From an optimization exercise on the open Yosys and OpenROAD flow, aimed at small area and a short achievable clock period; shortcuts taken in it are not production practice.
Where RTL was checked, it was by simulation tests only, not by an equivalence proof against the original.
No activity file was given, so power comes from the tool's default toggle rates.

the baseline:
==> module fifo_queue, before the edit <==
module fifo_queue
#(
        parameter QUEUE_SIZE = 16,
        parameter QUEUE_PTR_WIDTH_IN_BITS = 4,
        parameter SINGLE_ENTRY_WIDTH_IN_BITS = 32,
        parameter STORAGE_TYPE = "LUTRAM"
)
(
        input                                                                   reset_in,
        input                                                                   clk_in,
        output                                                                  is_empty_out,
        output                                                                  is_full_out,
        input           [SINGLE_ENTRY_WIDTH_IN_BITS - 1 : 0]                    request_in,
        input                                                                   request_valid_in,
        output  reg                                                             issue_ack_out,
        output  reg     [SINGLE_ENTRY_WIDTH_IN_BITS - 1 : 0]                    request_out,
        output  reg                                                             request_valid_out,
        input                                                                   issue_ack_in,
        output          [SINGLE_ENTRY_WIDTH_IN_BITS * QUEUE_SIZE - 1 : 0]       fifo_entry_packed_out,
        output          [QUEUE_SIZE - 1 : 0]                                    fifo_entry_valid_packed_out
);
localparam W = SINGLE_ENTRY_WIDTH_IN_BITS;
localparam N = QUEUE_SIZE;
reg  [N - 1 : 0]     write_sel;
reg  [N - 1 : 0]     head_sel;
reg                  full_r;
reg                  empty_r;
reg                  not_full_r;
reg                  not_empty_r;
reg  [N - 1 : 0]     valid_r;
reg  [W * N - 1 : 0] data_r;
assign is_full_out                 = full_r;
assign is_empty_out                = empty_r;
assign fifo_entry_valid_packed_out = valid_r;
assign fifo_entry_packed_out       = data_r;
wire write = request_valid_in & (not_full_r | issue_ack_in);
wire read  = issue_ack_in & not_empty_r;
wire [N - 1 : 0] valid_next_slot = {valid_r[0], valid_r[N - 1 : 1]};
wire after_read_valid  = |(head_sel  & valid_next_slot);
wire after_write_valid = |(write_sel & valid_next_slot);
wire full_next  = not_full_r ? (request_valid_in & ~read & after_write_valid)
                             : (~issue_ack_in | request_valid_in);
wire empty_next = not_full_r & ~request_valid_in & (~not_empty_r | (issue_ack_in & ~after_read_valid));
wire [N - 1 : 0] read_sel       = head_sel | (write_sel & {N{~not_empty_r}});
wire [N - 1 : 0] write_sel_next = write ? {write_sel[N - 2 : 0], write_sel[N - 1]} : write_sel;
wire [N - 1 : 0] read_sel_next  = read  ? {read_sel[N - 2 : 0],  read_sel[N - 1]}  : read_sel;
reg  [W - 1 : 0] head;
integer k;
always @(*)
begin
        head = {W{1'b0}};
        for (k = 0; k < N; k = k + 1)
                head = head | (data_r[k * W +: W] & {W{head_sel[k]}});
end
always @(posedge clk_in, posedge reset_in)
begin
        if (reset_in)
        begin
                write_sel         <= {{(N - 1){1'b0}}, 1'b1};
                head_sel          <= {N{1'b0}};
                issue_ack_out     <= 1'b0;
                request_out       <= {W{1'b0}};
                request_valid_out <= 1'b0;
                full_r            <= 1'b0;
                empty_r           <= 1'b1;
                not_full_r        <= 1'b1;
                not_empty_r       <= 1'b0;
        end
        else
        begin
                write_sel         <= write_sel_next;
                head_sel          <= read_sel_next & {N{~empty_next}};
                issue_ack_out     <= write;
                request_out       <= head;
                request_valid_out <= not_empty_r;
                full_r            <= full_next;
                empty_r           <= empty_next;
                not_full_r        <= ~full_next;
                not_empty_r       <= ~empty_next;
        end
end
genvar gen;
generate
        for (gen = 0; gen < N; gen = gen + 1)
        begin : slot
                wire we   = write & write_sel[gen];
                wire keep = ~(issue_ack_in & head_sel[gen]);
                always @(posedge clk_in, posedge reset_in)
                begin
                        if (reset_in)
                        begin
                                data_r[gen * W +: W] <= {W{1'b0}};
                                valid_r[gen]         <= 1'b0;
                        end
                        else
                        begin
                                data_r[gen * W +: W] <= (request_in & {W{we}}) | (data_r[gen * W +: W] & {W{keep}});
                                valid_r[gen]         <= we | (valid_r[gen] & keep);
                        end
                end
        end
endgenerate
endmodule
Settings: LEC_CHECK=0, CAP_MARGIN=20, CORE_MARGIN=2, CORE_UTILIZATION=40, SETUP_SLACK_MARGIN=2.8, SLEW_MARGIN=20; clock period 5.0 ns.
standard.sh (not shown) runs the stock make flow with config.mk's settings and CLKGATE_MAP_FILE= SYNTH_SCRIPT=/design/flow/synth_recipe.tcl, a recipe that flattens the netlist after the stock synthesis.
==> flow/flow/run.sh <==
#!/bin/bash
export BUFFER_PORTS_ARGS="-buffer_cell sky130_fd_sc_hd__buf_1"
export SETUP_MOVE_SEQUENCE="unbuffer,sizeup,swap"
bash standard.sh > standard.log 2>&1
Relative to the baseline, the following input files were edited for the candidate:
-- flow/design.v --
<<< the baseline, line 23
localparam N = QUEUE_SIZE;
reg  [N - 1 : 0]     write_sel;
reg  [N - 1 : 0]     head_sel;
reg                  full_r;
reg                  empty_r;
>>> the candidate, line 23
localparam N = QUEUE_SIZE;
reg  [N - 1 : 0]     write_sel;
reg  [N - 1 : 0]     read_sel;
reg                  full_r;
reg                  empty_r;
<<< the baseline, line 37
wire read  = issue_ack_in & not_empty_r;
wire [N - 1 : 0] valid_next_slot = {valid_r[0], valid_r[N - 1 : 1]};
wire after_read_valid  = |(head_sel  & valid_next_slot);
wire after_write_valid = |(write_sel & valid_next_slot);
wire full_next  = not_full_r ? (request_valid_in & ~read & after_write_valid)
                             : (~issue_ack_in | request_valid_in);
wire empty_next = not_full_r & ~request_valid_in & (~not_empty_r | (issue_ack_in & ~after_read_valid));
wire [N - 1 : 0] read_sel       = head_sel | (write_sel & {N{~not_empty_r}});
wire [N - 1 : 0] write_sel_next = write ? {write_sel[N - 2 : 0], write_sel[N - 1]} : write_sel;
wire [N - 1 : 0] read_sel_next  = read  ? {read_sel[N - 2 : 0],  read_sel[N - 1]}  : read_sel;
>>> the candidate, line 37
wire read  = issue_ack_in & not_empty_r;
wire [N - 1 : 0] valid_next_slot = {valid_r[0], valid_r[N - 1 : 1]};
wire after_read_valid  = |(read_sel  & valid_next_slot);
wire after_write_valid = |(write_sel & valid_next_slot);
wire full_next  = not_full_r ? (request_valid_in & ~read & after_write_valid)
                             : (~issue_ack_in | request_valid_in);
wire empty_next = not_full_r & ~request_valid_in & (~not_empty_r | (issue_ack_in & ~after_read_valid));
wire [N - 1 : 0] write_sel_next = write ? {write_sel[N - 2 : 0], write_sel[N - 1]} : write_sel;
wire [N - 1 : 0] read_sel_next  = read  ? {read_sel[N - 2 : 0],  read_sel[N - 1]}  : read_sel;
<<< the baseline, line 51
        head = {W{1'b0}};
        for (k = 0; k < N; k = k + 1)
                head = head | (data_r[k * W +: W] & {W{head_sel[k]}});
end
always @(posedge clk_in, posedge reset_in)
>>> the candidate, line 50
        head = {W{1'b0}};
        for (k = 0; k < N; k = k + 1)
                head = head | (data_r[k * W +: W] & {W{read_sel[k]}});
end
always @(posedge clk_in, posedge reset_in)
<<< the baseline, line 58
        begin
                write_sel         <= {{(N - 1){1'b0}}, 1'b1};
                head_sel          <= {N{1'b0}};
                issue_ack_out     <= 1'b0;
                request_out       <= {W{1'b0}};
>>> the candidate, line 57
        begin
                write_sel         <= {{(N - 1){1'b0}}, 1'b1};
                read_sel          <= {{(N - 1){1'b0}}, 1'b1};
                issue_ack_out     <= 1'b0;
                request_out       <= {W{1'b0}};
<<< the baseline, line 70
        begin
                write_sel         <= write_sel_next;
                head_sel          <= read_sel_next & {N{~empty_next}};
                issue_ack_out     <= write;
                request_out       <= head;
>>> the candidate, line 69
        begin
                write_sel         <= write_sel_next;
                read_sel          <= read_sel_next;
                issue_ack_out     <= write;
                request_out       <= head;
<<< the baseline, line 85
        begin : slot
                wire we   = write & write_sel[gen];
                wire keep = ~(issue_ack_in & head_sel[gen]);
                always @(posedge clk_in, posedge reset_in)
                begin
>>> the candidate, line 84
        begin : slot
                wire we   = write & write_sel[gen];
                wire keep = ~(issue_ack_in & (read_sel[gen] & not_empty_r));
                always @(posedge clk_in, posedge reset_in)
                begin
[summary]
The candidate against the baseline: minimum clock period moved down; worst setup slack moved up; ratio of routed vias to standard cells moved down; placement-stage worst setup slack moved up.
The register clock-pin slew on the reported worst setup and hold paths on the baseline is in line with that on the candidate.
The candidate vs the baseline on count of mapped cells out of synthesis: the candidate is the lower one.
Compared with the baseline, the candidate supports a higher clock frequency.
Cmp the candidate and the baseline / sequential share of layout area / lower: the baseline
Going from the baseline to the candidate, clock power shrank by a little under 10%.
The candidate reports a higher clock power share than the baseline does.
Compared with the baseline, average routed wire per standard cell in the candidate decreased by a few percent.
No functional check of the RTL was part of the baseline.

[re-timing with driven ports]
No port has a modelled driver above. Below, the same layouts with a new extraction and two added sets of constraints.
Step 1 sets driving cells, clkbuf_16 on the clock port and buf_2 on the other inputs (assumed; they add their load-dependent delay and slew).
Step 2 moves the port delays by t, midway between the first and last clock arrival at a register: inputs arrive t later, outputs are due t later. That takes back most of the time a late clock gives input paths.
Slacks: no drivers / after step 1 / after step 2; pairs: no drivers / after step 1.
run	t (ns)	slack for setup (ns)	hold WS [ns]	latest minus earliest clock arrival (ns)	worst data-port slew with drivers (ns)
the baseline	0.688	2.536 / 2.536 / 1.990	0.532 / 0.493 / 0.532	0.033 / 0.033	0.07
the candidate	0.700	2.710 / 2.644 / 2.136	0.464 / 0.419 / 0.491	0.028 / 0.028	0.07
After both steps setup and hold are still met in every run listed. The setup slack of the candidate, which loses most, moves by -0.066 ns with the drivers and by -0.574 ns with both steps.
